This design comes from an exercise in tuning for small area, a short achievable clock period and few clock cycles on the open sky130 flow, not from production work. At most, simulation tests tie the RTL to the original design; equivalence was not proved. For runs 2 to 4, only the layout was checked, not whether the RTL still works. No driver is modelled on the clock port, so clock power and skew are understated where the tree is cut down; a real chip needs a root buffer or a tree. Power figures rest on the tool's default switching activity, not on a simulated workload.

==> flow/design.v (outline; a module is shown in full before it is edited, if it fits) <==
// module conv2d_3x3_lb: 1230 lines
// module fa3: 10 lines
// module ha2: 9 lines
// module xo2: 7 lines
module conv2d_3x3_lb #(
    parameter MAX_W = 16
)(
    input         clk,
    input         reset,
    input         start,
    input  [7:0]  base_a,
    input  [7:0]  base_b,
    input  [7:0]  base_c,
    input  [4:0]  tile_w,    
    input  [4:0]  tile_h,    
    output reg    busy,
    output reg    done,
    output            a_en,
    output            a_we,          
    output reg  [7:0] a_addr,
    output      [31:0] a_di,         
    input       [31:0] a_dout,
    output            b_en,
    output            b_we,          
    output reg  [7:0] b_addr,
    output      [31:0] b_di,         
    input       [31:0] b_dout,
    output            c_en,
    output            c_we,
    output reg  [7:0] c_addr,
    output reg [31:0] c_di,
    input       [31:0] c_dout        
);
  // ...
==> flow/flow/run.sh <==
#!/bin/bash
# Standard ORFS layout (the standard.sh, unchanged synthesis), with
#  - timing repair aimed well below the clock period (SETUP_SLACK_MARGIN),
#  - plain buffers on the ports instead of delay buffers,
#  - one tie cell for the constant outputs,
#  - a two-level clock tree (see post_cts.tcl).
# Every tool's output is in standard.log and in orfs/logs/.
set -euo pipefail
here=$(pwd)
bash standard.sh \
  SETUP_SLACK_MARGIN=11 \
  BUFFER_PORTS_ARGS="-buffer_cell sky130_fd_sc_hd__buf_1" \
  SKIP_REPAIR_TIE_FANOUT=1 \
  CTS_ARGS="-sink_clustering_enable -repair_clock_nets -sink_clustering_size 30 -sink_clustering_max_diameter 150 -dont_use_dummy_load" \
  POST_CTS_TCL="$here/flow/post_cts.tcl" \
  finish > standard.log 2>&1
==> flow/flow/post_cts.tcl <==
set block [ord::get_db_block]
set clk_net [[$block findBTerm clk] getNet]
proc is_clkbuf {inst} {
  return [string match "sky130_fd_sc_hd__clkbuf_*" [[$inst getMaster] getName]]
}
set leaves {}
set uppers {}
foreach inst [$block getInsts] {
  if {![is_clkbuf $inst]} { continue }
  set out [[$inst findITerm X] getNet]
  set in [[$inst findITerm A] getNet]
  if {$out == "NULL" || $in == "NULL"} { continue }
  if {[$out getSigType] != "CLOCK"} { continue }
  set drives_buf 0
  foreach it [$out getITerms] {
    if {[$it isInputSignal] && [is_clkbuf [$it getInst]]} { set drives_buf 1 }
  }
  if {$drives_buf} { lappend uppers $inst } else { lappend leaves $inst }
}
set nl [llength $leaves]
puts "post_cts: [llength $uppers] upper buffers, $nl leaf buffers"
if {$nl >= 2 && [llength $uppers] >= 1 && $nl <= 16} {
  # leaf centres
  set pts {}
  foreach inst $leaves {
    set bb [$inst getBBox]
    lappend pts [list [expr {([$bb xMin] + [$bb xMax]) / 2}] [expr {([$bb yMin] + [$bb yMax]) / 2}]]
  }
  set k [expr {$nl < 4 ? $nl : 4}]
  # k-means, started from leaves spread through the list sorted by angle
  set cen {}
  set sx 0; set sy 0
  foreach p $pts { set sx [expr {$sx + [lindex $p 0]}]; set sy [expr {$sy + [lindex $p 1]}] }
  set mx [expr {$sx / $nl}]; set my [expr {$sy / $nl}]
  set order [lsort -real -indices [lmap p $pts {expr {atan2([lindex $p 1] - $my, [lindex $p 0] - $mx)}}]]
  for {set i 0} {$i < $k} {incr i} {
    lappend cen [lindex $pts [lindex $order [expr {$i * $nl / $k}]]]
  }
  for {set it 0} {$it < 50} {incr it} {
    set asg {}
    foreach p $pts {
      set best 0; set bd 1e30
      for {set i 0} {$i < $k} {incr i} {
        set c [lindex $cen $i]
        set d [expr {abs([lindex $p 0] - [lindex $c 0]) + abs([lindex $p 1] - [lindex $c 1])}]
        if {$d < $bd} { set bd $d; set best $i }
      }
      lappend asg $best
    }
    set new {}
    for {set i 0} {$i < $k} {incr i} {
      set n 0; set ax 0; set ay 0
      foreach p $pts a $asg { if {$a == $i} { incr n; set ax [expr {$ax + [lindex $p 0]}]; set ay [expr {$ay + [lindex $p 1]}] } }
      if {$n > 0} { lappend new [list [expr {$ax / $n}] [expr {$ay / $n}]] } else { lappend new [lindex $cen $i] }
    }
    set cen $new
  }
  set master [[ord::get_db] findMaster sky130_fd_sc_hd__clkbuf_16]
  foreach inst $uppers {
    set out [[$inst findITerm X] getNet]
    odb::dbInst_destroy $inst
    if {[llength [$out getITerms]] == 0} { odb::dbNet_destroy $out }
  }
  for {set i 0} {$i < $k} {incr i} {
    set members {}
    foreach inst $leaves a $asg { if {$a == $i} { lappend members $inst } }
    if {[llength $members] == 0} { continue }
    set b [odb::dbInst_create $block $master "clkbuf_grp_${i}_clk"]
    set c [lindex $cen $i]
    $b setLocation [expr {int([lindex $c 0])}] [expr {int([lindex $c 1])}]
    $b setPlacementStatus PLACED
    set n [odb::dbNet_create $block "clknet_grp_${i}_clk"]
    $n setSigType CLOCK
    [$b findITerm A] connect $clk_net
    [$b findITerm X] connect $n
    foreach inst $members {
      set a [$inst findITerm A]
      $a disconnect
      $a connect $n
    }
    puts "post_cts: group $i: [llength $members] leaf buffers"
  }
  detailed_placement
  estimate_parasitics -placement
  repair_timing_helper
  detailed_placement
  check_placement -verbose
  report_clock_latency
}
==> flow/standard.sh <==
#!/bin/bash
# synth_recipe.tcl (not shown) runs the flow's synth.tcl, then flattens the netlist and writes it again
# the make line also repeats each setting of config.mk as NAME=value (left out here)
make -C /OpenROAD-flow-scripts/flow DESIGN_CONFIG=/design/flow/config.mk WORK_HOME=/design/flow/orfs CLKGATE_MAP_FILE= SYNTH_SCRIPT=/design/flow/synth_recipe.tcl "${@:-finish}"
==> flow/config.mk <==
export PLATFORM = sky130hd
export DESIGN_NAME = conv2d_3x3_lb
export DESIGN_NICKNAME = conv2d_3x3_lb
export VERILOG_FILES = /design/flow/design.v
export SDC_FILE = /design/flow/constraint.sdc
export NUM_CORES = 4
export LEC_CHECK = 0
export CAP_MARGIN = 20
export CORE_MARGIN = 2
export CORE_UTILIZATION = 60
export PLACE_DENSITY = 0.75
export SLEW_MARGIN = 20
export SYNTH_HIERARCHICAL = 1
export SYNTH_MINIMUM_KEEP_SIZE = 0
==> flow/constraint.sdc <==
create_clock -name core_clock -period 15.0 [get_ports {clk}]
set_input_delay 3.0000 -clock core_clock [delete_from_list [all_inputs] [get_ports {clk}]]
set_output_delay 3.0000 -clock core_clock [all_outputs]
set_load 0.01 [all_outputs]
==> flow_metrics.tcl, run 1 <==
set metrics [dict create \
    synth_fp_nets 2219 \
    die_w_um 181 \
    grt_util_met3 0.0655 \
    yosys_warnings 7 \
    hold_wc_path_type "register to register" \
    worst_slack_ns 11.11 \
    placementRows 64 \
    setup.worst_path.start_class "input pin" \
    path_clk_slew_ns 0.12 \
    dominant-cell-class "multi-input combinational cells" \
    cp_slowest_stage_delay_ns 0.30 \
    combinational_power_mw 2.93 \
    synth_simple_gate_area_share 0.0575 \
    post-synth-top-count-cell "sky130_fd_sc_hd__xnor2_1" \
    cp-endpoint "ox_left[4]$_DFFE_PP_" \
    clock_skew_ns 0.0399 \
    synth_sequential_area_ratio 0.248 \
    startpoint "start" \
    irDropWorstVdd_v 0.000127 \
    num_vias 13300 \
    grt-busiest-layer "met2" \
    min_path_cells 0 \
    clockPowerShare 0.075 \
    final_layout_size_suffix_gt1_frac 0.0849 \
    dieHeight_um 181 \
    synth.top_cell.area_share 0.258 \
    crit_chain "buf_1, and2_4, o21bai_2, a21oi_2" \
    yosysTopAreaCell "sky130_fd_sc_hd__fa_1" \
    worst-path-stages 4 \
    timing.reg2reg.setup_slack_ns 11.14 \
    dieArea_um2 32700 \
    floorplan.io_pins 261 \
    placed_cells_incl_taps 2130 \
    pwr-share-seq 0.232 \
    synth_top_family_by_area "adder cells" \
    met3RoutedLength_mm 4.70 \
    largest_pwr_group "combinational logic" \
    clock_sink_total 223 \
    run_status "no timing/DRC/antenna violations" \
    sequential_cells 223 \
    worst-slew-pin-transition_ns 1.02 \
    synth_edf_count 19 \
]
Testbench counts, summed over its fixed seeds: cycles 205,773.
==> run 2: changes to the inputs <==
--- a/flow/design.v
+++ b/flow/design.v
@@ -1152,22 +1152,21 @@
   wire adG52 = ad_g[20] | (ad_p[20] & adG34);
   wire adG53 = ad_g[22] | (ad_p[22] & adG40);
   wire adG54 = ad_g[24] | (ad_p[24] & adG32);
   wire adG55 = ad_g[26] | (ad_p[26] & adG41);
   wire adG56 = ad_g[28] | (ad_p[28] & adG35);
   wire adG57 = ad_g[30] | (ad_p[30] & adG42);
   assign acc_next = ad_p ^ {adG57, adG42, adG56, adG35, adG55, adG41, adG54, adG32, adG53, adG40, adG52, adG34, adG51, adG39, adG50, adG29, adG49, adG38, adG48, adG33, adG47, adG37, adG46, adG25, adG45, adG36, adG44, adG17, adG43, adG1, ad_g[0], 1'b0};
     wire running = rd_en | l1 | l2 | l3 | wr_en;
-    wire go      = !running && start;
     wire win_end = (kj == 2'd2) && (ki == 2'd2);
     always @(posedge clk) begin
-        a_addr <= go ? base_a : a_addr + a_step;
-        b_addr <= (go || win_end) ? base_b : b_addr + 8'd1;
-        c_addr <= go ? base_c : c_addr + {7'd0, wr_en};
+        a_addr <= !running ? base_a : a_addr + a_step;
+        b_addr <= (!running || win_end) ? base_b : b_addr + 8'd1;
+        c_addr <= !running ? base_c : c_addr + {7'd0, wr_en};
     end
     always @(posedge clk) begin
         A_r   <= a_dout;
         bneg  <= enc_neg;
         bone  <= enc_one;
         btwo  <= enc_two;
         p_s   <= nxt_s;
         p_c   <= nxt_c;
@@ -1186,24 +1185,24 @@
             l1 <= 1'b0; l2 <= 1'b0; l3 <= 1'b0;
         end else begin
             done  <= 1'b0;
             l1    <= rd_en && win_end;
             l2    <= l1;
             l3    <= l2;
             wr_en <= l3;
             if (!running) begin
+                kj      <= 2'd0;
+                ki      <= 2'd0;
+                ox_left <= tile_w - 5'd3;
+                oy_left <= tile_h - 5'd3;
+                wr      <= tile_w;
                 if (start) begin
                     busy    <= 1'b1;
                     rd_en   <= 1'b1;
-                    kj      <= 2'd0;
-                    ki      <= 2'd0;
-                    ox_left <= tile_w - 5'd3;
-                    oy_left <= tile_h - 5'd3;
-                    wr      <= tile_w;
                 end
             end else begin
                 if (wr_en && !rd_en && !l3) begin
                     busy <= 1'b0;
                     done <= 1'b1;
                 end
                 if (rd_en) begin
                     if (kj != 2'd2) begin
==> run 2 against run 1 <==
Effect of this change: sequential power shrank 0.7%; largest cell class unchanged; first-iteration DRC count grew 7.2%; clock skew grew 0.0078 ns; combinational power shrank 1%; die area is essentially flat; highest routed layer is now met5; worst setup slack gained 0.022 ns; sequential share of layout area is essentially flat; critical path type is now register to register; via count shrank 0.15%; synthesized cell count is essentially flat; register-to-register slack is essentially flat; routed wire length is essentially flat; global-route usage grew 0.072 points.
==> flow_metrics.tcl, run 2 <==
set metrics [dict create \
    timing.hold.worst.start "f2$_DFF_P_" \
    coreArea_um2 30700 \
    layout.cells.most_common_list "sky130_fd_sc_hd__xnor2_1, sky130_fd_sc_hd__a22oi_1, sky130_fd_sc_hd__fa_1" \
    timing.reg2reg.setup_slack_ns 11.13 \
    globalRouteOverflowTotal 0 \
    timing_max_transition_violations_final 0 \
    area_growth_syn_to_layout_pct 4.40 \
    cells_on_worst_reg2reg_path 9 \
    synth_area_in_compound_gates 0.142 \
    powerDensity_nw_per_um2 213 \
    dp_hpwl_mm 32.3 \
    synth_area_um2 18800 \
    worstSkewPairLatency_ns 0.32 \
    yosys_warnings 7 \
    r2r-end "p_c[19]$_DFF_P_" \
    worst-slew-pin-transition_ns 1.06 \
    die_w_um 181 \
    max_cap_viol_count 0 \
    synthAdderAreaFrac 0.316 \
    synth_sequential_area_ratio 0.248 \
    synth_top_family_by_area "adder cells" \
    setup.worst_path.start_class "register" \
    layout_commonest_cell "sky130_fd_sc_hd__xnor2_1" \
    synth_async_sr_flop_share 0 \
    critPathKind "register to register" \
    timing.setup.tns_ns 0 \
    final_layout_size_suffix_gt1_frac 0.0884 \
    min_path_cells 0 \
    crit_fanout 24 \
    design_power_total_mw 4.17 \
    floorplan.io_pins 261 \
    synth-seq-cells 223 \
    critical_path_required_ns 15.18 \
    synth.top_cell.area_share 0.258 \
    setup_violations 0 \
    avgRoutedWirePerCell_um 21.5 \
    dieArea_um2 32700 \
    global_route_wire_length_before_repair_mm 74.4 \
    finalNetCount 2219 \
    port_buffers 162 \
    dr.first_iter.drc_count 1225 \
    routed_via_density 6.15 \
    number_of_antenna_violations_at_the_first_check_in_global_routing 2 \
    synth_mux_area_frac 0.00113 \
    synth_simple_gate_area_share 0.0570 \
    maxSlewHeadroom 0.294 \
    run_status "no timing/DRC/antenna violations" \
    yosys-top-cells-area "sky130_fd_sc_hd__fa_1, sky130_fd_sc_hd__dfxtp_1, sky130_fd_sc_hd__xnor2_1, sky130_fd_sc_hd__a22oi_1, sky130_fd_sc_hd__ha_1" \
    post-synth-top-count-cell "sky130_fd_sc_hd__xnor2_1" \
    placementRows 64 \
    gp_congestion 0.927 \
    worst_path_arrival_time_ns 4.05 \
    period_minus_slack_ns 3.87 \
    synthXorXnorAreaFrac 0.172 \
    initial_utilization 0.611 \
    drt_pre_antenna_iters 7 \
    grt.total_usage 0.287 \
    synth_edf_count 19 \
    irDropWorstVdd_v 0.000141 \
    dominantRegCellSynth "sky130_fd_sc_hd__dfxtp_1" \
    largest_registers "A_r x32, c_di x32, p_s x32" \
    grt_start_max_net_pins 67 \
    crit-reg2reg-launch "bone[0]$_DFF_P_" \
    dieHeight_um 181 \
    syn-mean-instance-area_um2 10.7 \
    hold_wc_path_type "register to register" \
    post-route-period-util 0.258 \
    clock_sink_total 223 \
    commonest_cells_in_the_synthesized_netlist "sky130_fd_sc_hd__xnor2_1, sky130_fd_sc_hd__a22oi_1, sky130_fd_sc_hd__fa_1, sky130_fd_sc_hd__dfxtp_1, sky130_fd_sc_hd__clkbuf_1" \
    syn-instance-count 1759 \
    endpoint_kind "register" \
    static-leakage-power_nw 7.50 \
    yosysUniqueCellTypes 46 \
    yosysTopAreaCell "sky130_fd_sc_hd__fa_1" \
    report.final.hold_viol_count 0 \
    synth_fp_nets 2220 \
    unrepaired_setup_endpoints_after_global_routing "yes" \
    drt.antenna.violating_nets 0 \
    num_vias 13200 \
    timing.hold.worst_endpoint "f3$_DFF_P_" \
    fmaxAchievable_mhz 258 \
    drcViolationCount 0 \
    fillerInstances 2458 \
    path_clk_slew_ns 0.12 \
    total_wire_length_after_detailed_routing_mm 46.2 \
    vias_in_the_first_global_route 13900 \
    clock_skew_ns 0.0477 \
]
run 2: power by group:
part	internal (mW)	switching (mW)	total, mW
Clock	0.144	0.167	0.312
Combinational	1.35	1.54	2.89
Sequential	0.846	0.127	0.973
Total	2.34	1.84	4.17
run 2: per-module statistics from Yosys (local to each module, per instance):
module,flops+latches,cells inside
xo2,0,1
ha2,0,1
fa3,0,1
conv2d_3x3_lb,223,1472
run 2: logic make-up after synthesis:
logic type                 count (synthesis)
AOI/OAI and AO/OA                        376
xor gates and xnor gates                 368
adders and majority gates                328
buffers and inverters                    252
DFF                                      223
muxes                                      2
other                                      1
and+or+nand+nor                          209
run 2: metal layers:
| metal | wire length [µm] | global-route usage | vias up |
|---|---|---|---|
| met4 | 1740 | 0.0948 | 2 |
| met2 | 21100 | 0.458 | 782 |
| met3 | 5280 | 0.0685 | 139 |
| met1 | 18100 | 0.386 | 6457 |
| li1 | - | - | 5854 |
| met5 | 13 | 0 | - |
run 2: final cells by class, clock buffers not listed:
type / count / area, µm² / area share
plain buffers: 4 / 100 / 0.00511
repair buffers: 199 / 980 / 0.0500
diodes: 1 / 2.50 / 0.000128
flip-flops and latches: 223 / 4720 / 0.241
multi-input cells: 1284 / 12900 / 0.661
inverters: 36 / 135 / 0.00690
well taps: 396 / 495 / 0.0253
run 2: critical path: stages, from the launching register on:
cell,delay [ns]
sky130_fd_sc_hd__dfxtp_1,0.52
sky130_fd_sc_hd__buf_4,0.39
sky130_fd_sc_hd__a22oi_1,0.16
sky130_fd_sc_hd__xnor2_1,0.20
sky130_fd_sc_hd__fa_1,0.56
sky130_fd_sc_hd__fa_1,0.46
sky130_fd_sc_hd__fa_1,0.56
sky130_fd_sc_hd__fa_1,0.43
sky130_fd_sc_hd__ha_1,0.20
sky130_fd_sc_hd__ha_1,0.26
run 2: how the worst max path moves through the flow:
stage / startpoint / slack [ns] / end / cells past startpoint
6_report: bone[0]$_DFF_P_ / 11.13 / p_c[19]$_DFF_P_ / 9
5_1_grt: f3$_DFF_P_ / 10.98 / c_di[31]$_DFF_P_ / 13
2_1_floorplan: reset / 11.00 / oy_left[0]$_DFFE_PP_ / 4
3_3_place_gp: reset / 10.72 / oy_left[0]$_DFFE_PP_ / 4
3_5_place_dp: reset / 10.71 / oy_left[0]$_DFFE_PP_ / 4
run 2: through the flow:
stage / setup slack (ns) / util / instances / instance area (µm²) / hold slack [ns]
2_1_floorplan: 11.00 / - / 1759 / 18800 / 0.310
3_3_place_gp: 10.72 / 0.620 / 2128 / 19000 / 0.313
3_5_place_dp: 10.71 / 0.620 / 2128 / 19000 / 0.312
5_1_grt: 10.98 / 0.638 / 2151 / 19600 / 0.342
6_report: 11.13 / 0.638 / 2151 / 19600 / 0.329
==> run 3: changes to the inputs <==
--- a/flow/flow/run.sh
+++ b/flow/flow/run.sh
@@ -8,7 +8,7 @@
 set -euo pipefail
 here=$(pwd)
 bash standard.sh \
-  SETUP_SLACK_MARGIN=11 \
+  SETUP_SLACK_MARGIN=11.05 \
   BUFFER_PORTS_ARGS="-buffer_cell sky130_fd_sc_hd__buf_1" \
   SKIP_REPAIR_TIE_FANOUT=1 \
   CTS_ARGS="-sink_clustering_enable -repair_clock_nets -sink_clustering_size 30 -sink_clustering_max_diameter 150 -dont_use_dummy_load" \
==> run 3 against run 2 <==
Effect of this change: largest power group unchanged; largest cell class unchanged; maximum frequency about the same; via count is 1.5% higher; synthesized cell count did not move; sequential cell count is the same; clock power increased by 2%.
==> flow_metrics.tcl, run 3 <==
set metrics [dict create \
    floorplan.io_pins 261 \
    worst-slew-pin-transition_ns 1.04 \
    pwr-share-seq 0.234 \
    crit_fanout 17 \
    worst_hold_margin_ns 0.334 \
    dominantRegCellSynth "sky130_fd_sc_hd__dfxtp_1" \
    layout.area.seq_um2 4760 \
    placed_cells_incl_taps 2128 \
    design_power_total_mw 4.25 \
    run_status "no timing/DRC/antenna violations" \
    dieArea_um2 32700 \
    maxSlewHeadroom 0.304 \
    drcViolationCount 0 \
    critical_path_required_ns 15.21 \
    setup_violations 0 \
    path_clk_slew_ns 0.12 \
    coreArea_um2 30700 \
    layout.cells.most_common_list "sky130_fd_sc_hd__xnor2_1, sky130_fd_sc_hd__a22oi_1, sky130_fd_sc_hd__fa_1" \
    multi_input_comb_area_um2 12900 \
    slowest_stage "sky130_fd_sc_hd__dfxtp_1" \
    static-leakage-power_nw 7.69 \
    timing_max_transition_violations_final 0 \
    synth-seq-cells 223 \
    pwr-share-comb 0.691 \
    dp_hpwl_mm 32.6 \
    port_buffers 162 \
    dieHeight_um 181 \
    yosys-top-cells-area "sky130_fd_sc_hd__fa_1, sky130_fd_sc_hd__dfxtp_1, sky130_fd_sc_hd__xnor2_1, sky130_fd_sc_hd__a22oi_1, sky130_fd_sc_hd__ha_1" \
    instances_no_fill 2164 \
    critPathKind "register to register" \
    routed_via_density 6.21 \
    layout_commonest_cell "sky130_fd_sc_hd__xnor2_1" \
    synth_fp_nets 2220 \
    unrepaired_setup_endpoints_after_global_routing "yes" \
    clock_skew_ns 0.0450 \
    critical_path.n_buffers_inverters 0 \
    syn-instance-count 1759 \
    endpoint_kind "register" \
    hold_wc_path_type "register to register" \
    dr.first_iter.drc_count 1262 \
    worst_path_arrival_time_ns 4.07 \
    synth_async_sr_flop_share 0 \
    crit_top_cell "sky130_fd_sc_hd__fa_1" \
    commonest_cells_in_the_synthesized_netlist "sky130_fd_sc_hd__xnor2_1, sky130_fd_sc_hd__a22oi_1, sky130_fd_sc_hd__fa_1, sky130_fd_sc_hd__dfxtp_1, sky130_fd_sc_hd__clkbuf_1" \
    gp_congestion 0.923 \
    internal_power_mw 2.41 \
    worstSkewPairLatency_ns 0.32 \
    fmaxAchievable_mhz 259 \
    placementRows 64 \
    synth.top_cell.area_share 0.258 \
    finalNetCount 2230 \
    worst_setup_timing_slack_at_the_placement_stage_ns 10.67 \
    drt.antenna.violating_nets 0 \
    yosysUniqueCellTypes 46 \
    syn-mean-instance-area_um2 10.7 \
    initial_utilization 0.611 \
    layout.core_utilization 0.653 \
    worst_slack_ns 11.13 \
    max_cap_viol_count 0 \
    crit_chain "a22oi_1, xnor2_1, fa_1, fa_1, fa_1, fa_1, ha_1, ha_1" \
    irDropWorstVdd_v 0.000125 \
    crit_family "adder cells" \
    globalRouteOverflowTotal 0 \
    grt_start_max_net_pins 67 \
    postPlaceCellArea_um2 19000 \
    final_layout_size_suffix_gt1_frac 0.120 \
    synth_sequential_area_ratio 0.248 \
    clock_sink_total 223 \
    fillerInstances 2419 \
    powerDensity_nw_per_um2 212 \
    synth_area_um2 18800 \
    synth_edf_count 19 \
    drt_pre_antenna_iters 7 \
    area_growth_syn_to_layout_pct 6.81 \
    num_vias 13400 \
    period_minus_slack_ns 3.87 \
    grt.total_usage 0.289 \
    setup.worst_path.start_class "register" \
    yosys_warnings 7 \
    netSwitchingFraction 0.433 \
    layout.cell_area.non_filler_um2 20000 \
    post-route-period-util 0.258 \
    largest_registers "A_r x32, c_di x32, p_s x32" \
    cp_slowest_stage_delay_ns 0.94 \
    vias_in_the_first_global_route 14300 \
    timing.setup.tns_ns 0 \
    global_route_wire_length_before_repair_mm 75.0 \
    clockPowerShare 0.075 \
    yosysTopAreaCell "sky130_fd_sc_hd__fa_1" \
    total_wire_length_after_detailed_routing_mm 46.9 \
    die_w_um 181 \
    total_switching_power_mw 1.84 \
    post-synth-top-count-cell "sky130_fd_sc_hd__xnor2_1" \
    report.final.hold_viol_count 0 \
    number_of_antenna_violations_at_the_first_check_in_global_routing 3 \
    avgRoutedWirePerCell_um 21.7 \
]
## run 3: changes by cell type in the layout (fill, tap and decap cells not counted)
cell                       delta
sky130_fd_sc_hd__or4_1        -1
sky130_fd_sc_hd__dfxtp_2     +32
sky130_fd_sc_hd__diode_2      +2
sky130_fd_sc_hd__buf_2       -35
sky130_fd_sc_hd__clkbuf_2     -1
sky130_fd_sc_hd__or4_2        +1
sky130_fd_sc_hd__buf_6       +49
sky130_fd_sc_hd__buf_4       +11
sky130_fd_sc_hd__buf_1       -13
sky130_fd_sc_hd__dfxtp_1     -32
## run 3: Yosys stat by module, one instance, submodules excluded
module | area (µm²) | copies in the design | cells
conv2d_3x3_lb | 13600 | 1 | 1472
fa3 | 20.0 | 225 | 1
ha2 | 12.5 | 31 | 1
xo2 | 8.76 | 31 | 1
## run 3: power groups by stage
stage / clock network (mW) / logic (mW) / registers [mW]
6_report: 0.317 / 2.94 / 0.993
5_1_grt: 0.348 / 3.38 / 1.01
3_5_place_dp: 0 / 2.83 / 0.986
3_3_place_gp: 0 / 2.71 / 0.979
2_1_floorplan: 0 / 2.15 / 0.954
## run 3: kinds of logic (layout without fill, tap and decap cells)
| group | Yosys count | in the layout | share of synthesized area |
|---|---|---|---|
| flops | 223 | 223 | 0.248 |
| compound gates | 376 | 376 | 0.142 |
| mux | 2 | 2 | 0.00113 |
| simple gates | 209 | 209 | 0.0570 |
| fa+ha+maj | 328 | 328 | 0.316 |
| xor+xnor | 368 | 368 | 0.172 |
| buf+inv | 252 | 258 | 0.0640 |
| other cells | 1 | 4 | 0.000200 |
## run 3: path summary, 6_finish.rpt
kind | from | to | slack (ns) | cells past startpoint
setup / recovery | btwo[7]$_DFF_P_ | p_c[19]$_DFF_P_ | 11.13 | 8
setup reg to reg | btwo[7]$_DFF_P_ | p_c[19]$_DFF_P_ | 11.13 | 8
hold / removal | f2$_DFF_P_ | f3$_DFF_P_ | 0.33 | 0
hold reg to reg | f2$_DFF_P_ | f3$_DFF_P_ | 0.33 | 0
## run 3: layer usage
metal / GRT usage / part of all wire
met2: 0.463 / 0.46
met3: 0.0802 / 0.11
met4: 0.110 / 0.038
met5: 0 / 0.00028
met1: 0.376 / 0.39
## run 3: area by class of cell, clock buffers not listed
| type | instances | share of cell area |
|---|---|---|
| multi-input combinational | 1284 | 0.646 |
| antenna | 3 | 0.000375 |
| buffer | 4 | 0.00500 |
| sequential | 223 | 0.238 |
| inverter | 36 | 0.00675 |
| tap | 396 | 0.0247 |
| timing repair buffer | 210 | 0.0691 |
## run 3: worst register-to-register path, delay by kind of cell, from the launching register on
kind,cells,cell delay [ns]
xor+xnor,1,0.31
flops,1,0.94
fa+ha+maj,6,2.34
compound gates,1,0.18
==> run 4: changes to the inputs <==
--- a/flow/flow/run.sh
+++ b/flow/flow/run.sh
@@ -8,7 +8,7 @@
 set -euo pipefail
 here=$(pwd)
 bash standard.sh \
-  SETUP_SLACK_MARGIN=11.05 \
+  SETUP_SLACK_MARGIN=11 \
   BUFFER_PORTS_ARGS="-buffer_cell sky130_fd_sc_hd__buf_1" \
   SKIP_REPAIR_TIE_FANOUT=1 \
   CTS_ARGS="-sink_clustering_enable -repair_clock_nets -sink_clustering_size 30 -sink_clustering_max_diameter 150 -dont_use_dummy_load" \
--- a/flow/config.mk
+++ b/flow/config.mk
@@ -8,7 +8,7 @@
 export CAP_MARGIN = 20
 export CORE_MARGIN = 2
 export CORE_UTILIZATION = 60
-export PLACE_DENSITY = 0.75
+export PLACE_DENSITY = 0.7
 export SLEW_MARGIN = 20
 export SYNTH_HIERARCHICAL = 1
 export SYNTH_MINIMUM_KEEP_SIZE = 0
==> run 4 against run 3 <==
Effect of this change: still clean on timing, DRC and antenna; routed wire length is 1.1% lower; final cell count is 0.46% lower; global-route usage hardly changed; synthesized cell count stayed put; die area stayed put; sequential cell count stayed put; utilization is 1.4 points lower; sequential power is 2.1% lower; critical path type unchanged; critical endpoint is now p_x[30]$_DFF_P_; largest cell class unchanged.
==> flow_metrics.tcl, run 4 <==
set metrics [dict create \
    run_status "no timing/DRC/antenna violations" \
    synth_mux_area_frac 0.00113 \
    netSwitchingFraction 0.438 \
    synth-seq-cells 223 \
    slowest_stage "sky130_fd_sc_hd__dfxtp_1" \
    pwr-share-comb 0.689 \
    synth_simple_gate_area_share 0.0570 \
    dp_hpwl_mm 32.4 \
    synth_async_sr_flop_share 0 \
    placementRows 64 \
    layout.area.seq_um2 4710 \
    dieArea_um2 32700 \
    static-leakage-power_nw 7.52 \
    pwr-share-seq 0.235 \
    dieHeight_um 181 \
    post-route-period-util 0.259 \
    layout.cell_area.non_filler_um2 19600 \
    syn-instance-count 1759 \
    drt.antenna.violating_nets 0 \
    synth_fp_nets 2220 \
    period_minus_slack_ns 3.88 \
    clock_skew_ns 0.0443 \
    grt.total_usage 0.290 \
    crit_chain "a22oi_1, xnor2_1, fa_1, fa_1, fa_1, fa_1, fa_1, ha_1" \
    syn-mean-instance-area_um2 10.7 \
    timing.setup.tns_ns 0 \
    dr.first_iter.drc_count 1007 \
    endpoint_kind "register" \
    fmaxAchievable_mhz 258 \
    num_vias 13200 \
    clockPowerShare 0.076 \
    yosys-top-cells-area "sky130_fd_sc_hd__fa_1, sky130_fd_sc_hd__dfxtp_1, sky130_fd_sc_hd__xnor2_1, sky130_fd_sc_hd__a22oi_1, sky130_fd_sc_hd__ha_1" \
    total_wire_length_after_detailed_routing_mm 46.4 \
    coreArea_um2 30700 \
    multi_input_comb_area_um2 12900 \
    crit_fanout 18 \
    worstSkewPairLatency_ns 0.32 \
    setup_violations 0 \
    top_layer "met4" \
    finalNetCount 2222 \
    largest_registers "A_r x32, c_di x32, p_s x32" \
    number_of_antenna_violations_at_the_first_check_in_global_routing 1 \
    yosysTopAreaCell "sky130_fd_sc_hd__fa_1" \
    avgRoutedWirePerCell_um 21.5 \
    hold_wc_path_type "register to register" \
    vias_in_the_first_global_route 13700 \
    crit_family "adder cells" \
    layout.cells.most_common_list "sky130_fd_sc_hd__xnor2_1, sky130_fd_sc_hd__a22oi_1, sky130_fd_sc_hd__fa_1" \
    timing_max_transition_violations_final 0 \
    clock_sink_total 223 \
    design_power_total_mw 4.13 \
    yosys_warnings 7 \
    drcViolationCount 0 \
    powerDensity_nw_per_um2 211 \
    maxSlewHeadroom 0.285 \
    globalRouteOverflowTotal 0 \
    routed_via_density 6.12 \
    cp_slowest_stage_delay_ns 0.91 \
    total_switching_power_mw 1.81 \
    crit_top_cell "sky130_fd_sc_hd__fa_1" \
    worst_hold_margin_ns 0.332 \
    length_of_routed_met2_wiring_mm 22.0 \
    synth_area_um2 18800 \
    die_w_um 181 \
    met3RoutedLength_mm 3.99 \
    setup.worst_path.start_class "register" \
    port_buffers 162 \
    synth_area_in_compound_gates 0.142 \
    postPlaceCellArea_um2 19000 \
    initial_utilization 0.611 \
    critical_path_required_ns 15.19 \
    synth_edf_count 19 \
    global_route_wire_length_before_repair_mm 74.7 \
    synthAdderAreaFrac 0.316 \
    route.layer.met1.wl_mm 18.7 \
    max_cap_viol_count 0 \
    fillerInstances 2465 \
    post-synth-top-count-cell "sky130_fd_sc_hd__xnor2_1" \
    critPathKind "register to register" \
    internal_power_mw 2.32 \
    layout_commonest_cell "sky130_fd_sc_hd__xnor2_1" \
    synth.top_cell.area_share 0.258 \
    critical_path.n_buffers_inverters 0 \
    worst-slew-pin-transition_ns 1.07 \
    commonest_cells_in_the_synthesized_netlist "sky130_fd_sc_hd__xnor2_1, sky130_fd_sc_hd__a22oi_1, sky130_fd_sc_hd__fa_1, sky130_fd_sc_hd__dfxtp_1, sky130_fd_sc_hd__clkbuf_1" \
    yosysUniqueCellTypes 46 \
    floorplan.io_pins 261 \
    synth_top_family_by_area "adder cells" \
    worst_path_arrival_time_ns 4.07 \
    irDropWorstVdd_v 0.000115 \
    report.final.hold_viol_count 0 \
    unrepaired_setup_endpoints_after_global_routing "no" \
    drt_pre_antenna_iters 6 \
    grt_start_max_net_pins 67 \
    final_layout_size_suffix_gt1_frac 0.0894 \
    path_clk_slew_ns 0.11 \
    gp_congestion 0.891 \
    synthXorXnorAreaFrac 0.172 \
    dominantRegCellSynth "sky130_fd_sc_hd__dfxtp_1" \
    area_growth_syn_to_layout_pct 4.51 \
    synth_sequential_area_ratio 0.248 \
]
run 4: cell counts after synthesis:
No cell type changed its count.
run 4: path summary, 6_finish.rpt:
| path | start | end | slack, ns | cells after the start |
|---|---|---|---|---|
| worst max-delay path | bone[7]$_DFF_P_ | p_x[30]$_DFF_P_ | 11.12 | 8 |
| worst min-delay path | f2$_DFF_P_ | f3$_DFF_P_ | 0.33 | 0 |
| worst max register to register | bone[7]$_DFF_P_ | p_x[30]$_DFF_P_ | 11.12 | 8 |
| worst min register to register | f2$_DFF_P_ | f3$_DFF_P_ | 0.33 | 0 |
run 4: metrics by stage:
stage                util  setup slack, ns  std cells
global placement    0.621            10.69       2129
finish              0.639            11.12       2154
floorplan               -            11.00       1759
global route        0.639            11.02       2154
detailed placement  0.621            10.68       2129
run 4: area by class of cell, clock buffers not listed:
| type | count | area share |
|---|---|---|
| Sequential cell | 223 | 0.240 |
| Buffer | 4 | 0.00511 |
| Timing Repair Buffer | 202 | 0.0526 |
| Tap cell | 396 | 0.0253 |
| Antenna cell | 1 | 0.000128 |
| Multi-Input combinational cell | 1284 | 0.659 |
| Inverter | 36 | 0.00689 |
run 4: cells by family after synthesis:
group | after synthesis
and+or+nand+nor | 209
muxes | 2
DFF | 223
AOI/OAI and AO/OA | 376
buffers and inverters | 252
other | 1
adders and majority gates | 328
xor gates and xnor gates | 368
run 4: per-module statistics from Yosys, one instance, submodules excluded:
| module | cell area (µm²) | copies in the design |
|---|---|---|
| conv2d_3x3_lb | 13600 | 1 |
| fa3 | 20.0 | 225 |
| ha2 | 12.5 | 31 |
| xo2 | 8.76 | 31 |
run 4: per-layer routing:
metal / vias to the layer above / track usage
met5: - / 0
met3: 137 / 0.0482
met1: 6490 / 0.389
met4: 0 / 0.101
li1: 5848 / -
met2: 698 / 0.476
run 4: power by group through the flow:
| stage | logic, mW | clock network, mW | registers (mW) |
|---|---|---|---|
| after floorplan | 2.15 | 0 | 0.954 |
| after global placement | 2.74 | 0 | 0.981 |
| after detailed placement | 2.84 | 0 | 0.986 |
| after global routing | 3.32 | 0.344 | 0.990 |
| final | 2.85 | 0.316 | 0.972 |

## re-timing with driven ports
The flow's constraints put no driver on any port. The routed layouts listed below were extracted and timed again, unchanged, in two steps. Step 1 assumes that a clkbuf_16 drives the clock port and a buf_2 every other input. Step 2 adds t to the input delays and takes it off the output delays; t is the mean of the earliest and latest rising clock arrival at the registers after step 1. Input paths then give back, and output paths get back, about the clock's delay inside the block. Slacks: no drivers / after step 1 / after step 2; pairs: no drivers / after step 1.
run | t, ns | setup WS [ns] | pins driven straight from the clock port
run 1 | 0.412 | 11.107 / 11.056 / 10.764 | 4
run 2 | 0.413 | 11.130 / 11.074 / 10.865 | 4
run 3 | 0.409 | 11.134 / 11.074 / 10.909 | 4
run 4 | 0.413 | 11.117 / 11.067 / 10.823 | 4
After both steps setup and hold are still met in every run listed. For run 1, which loses most, drivers alone change the setup slack by -0.051 ns; drivers and shift together by -0.343 ns.
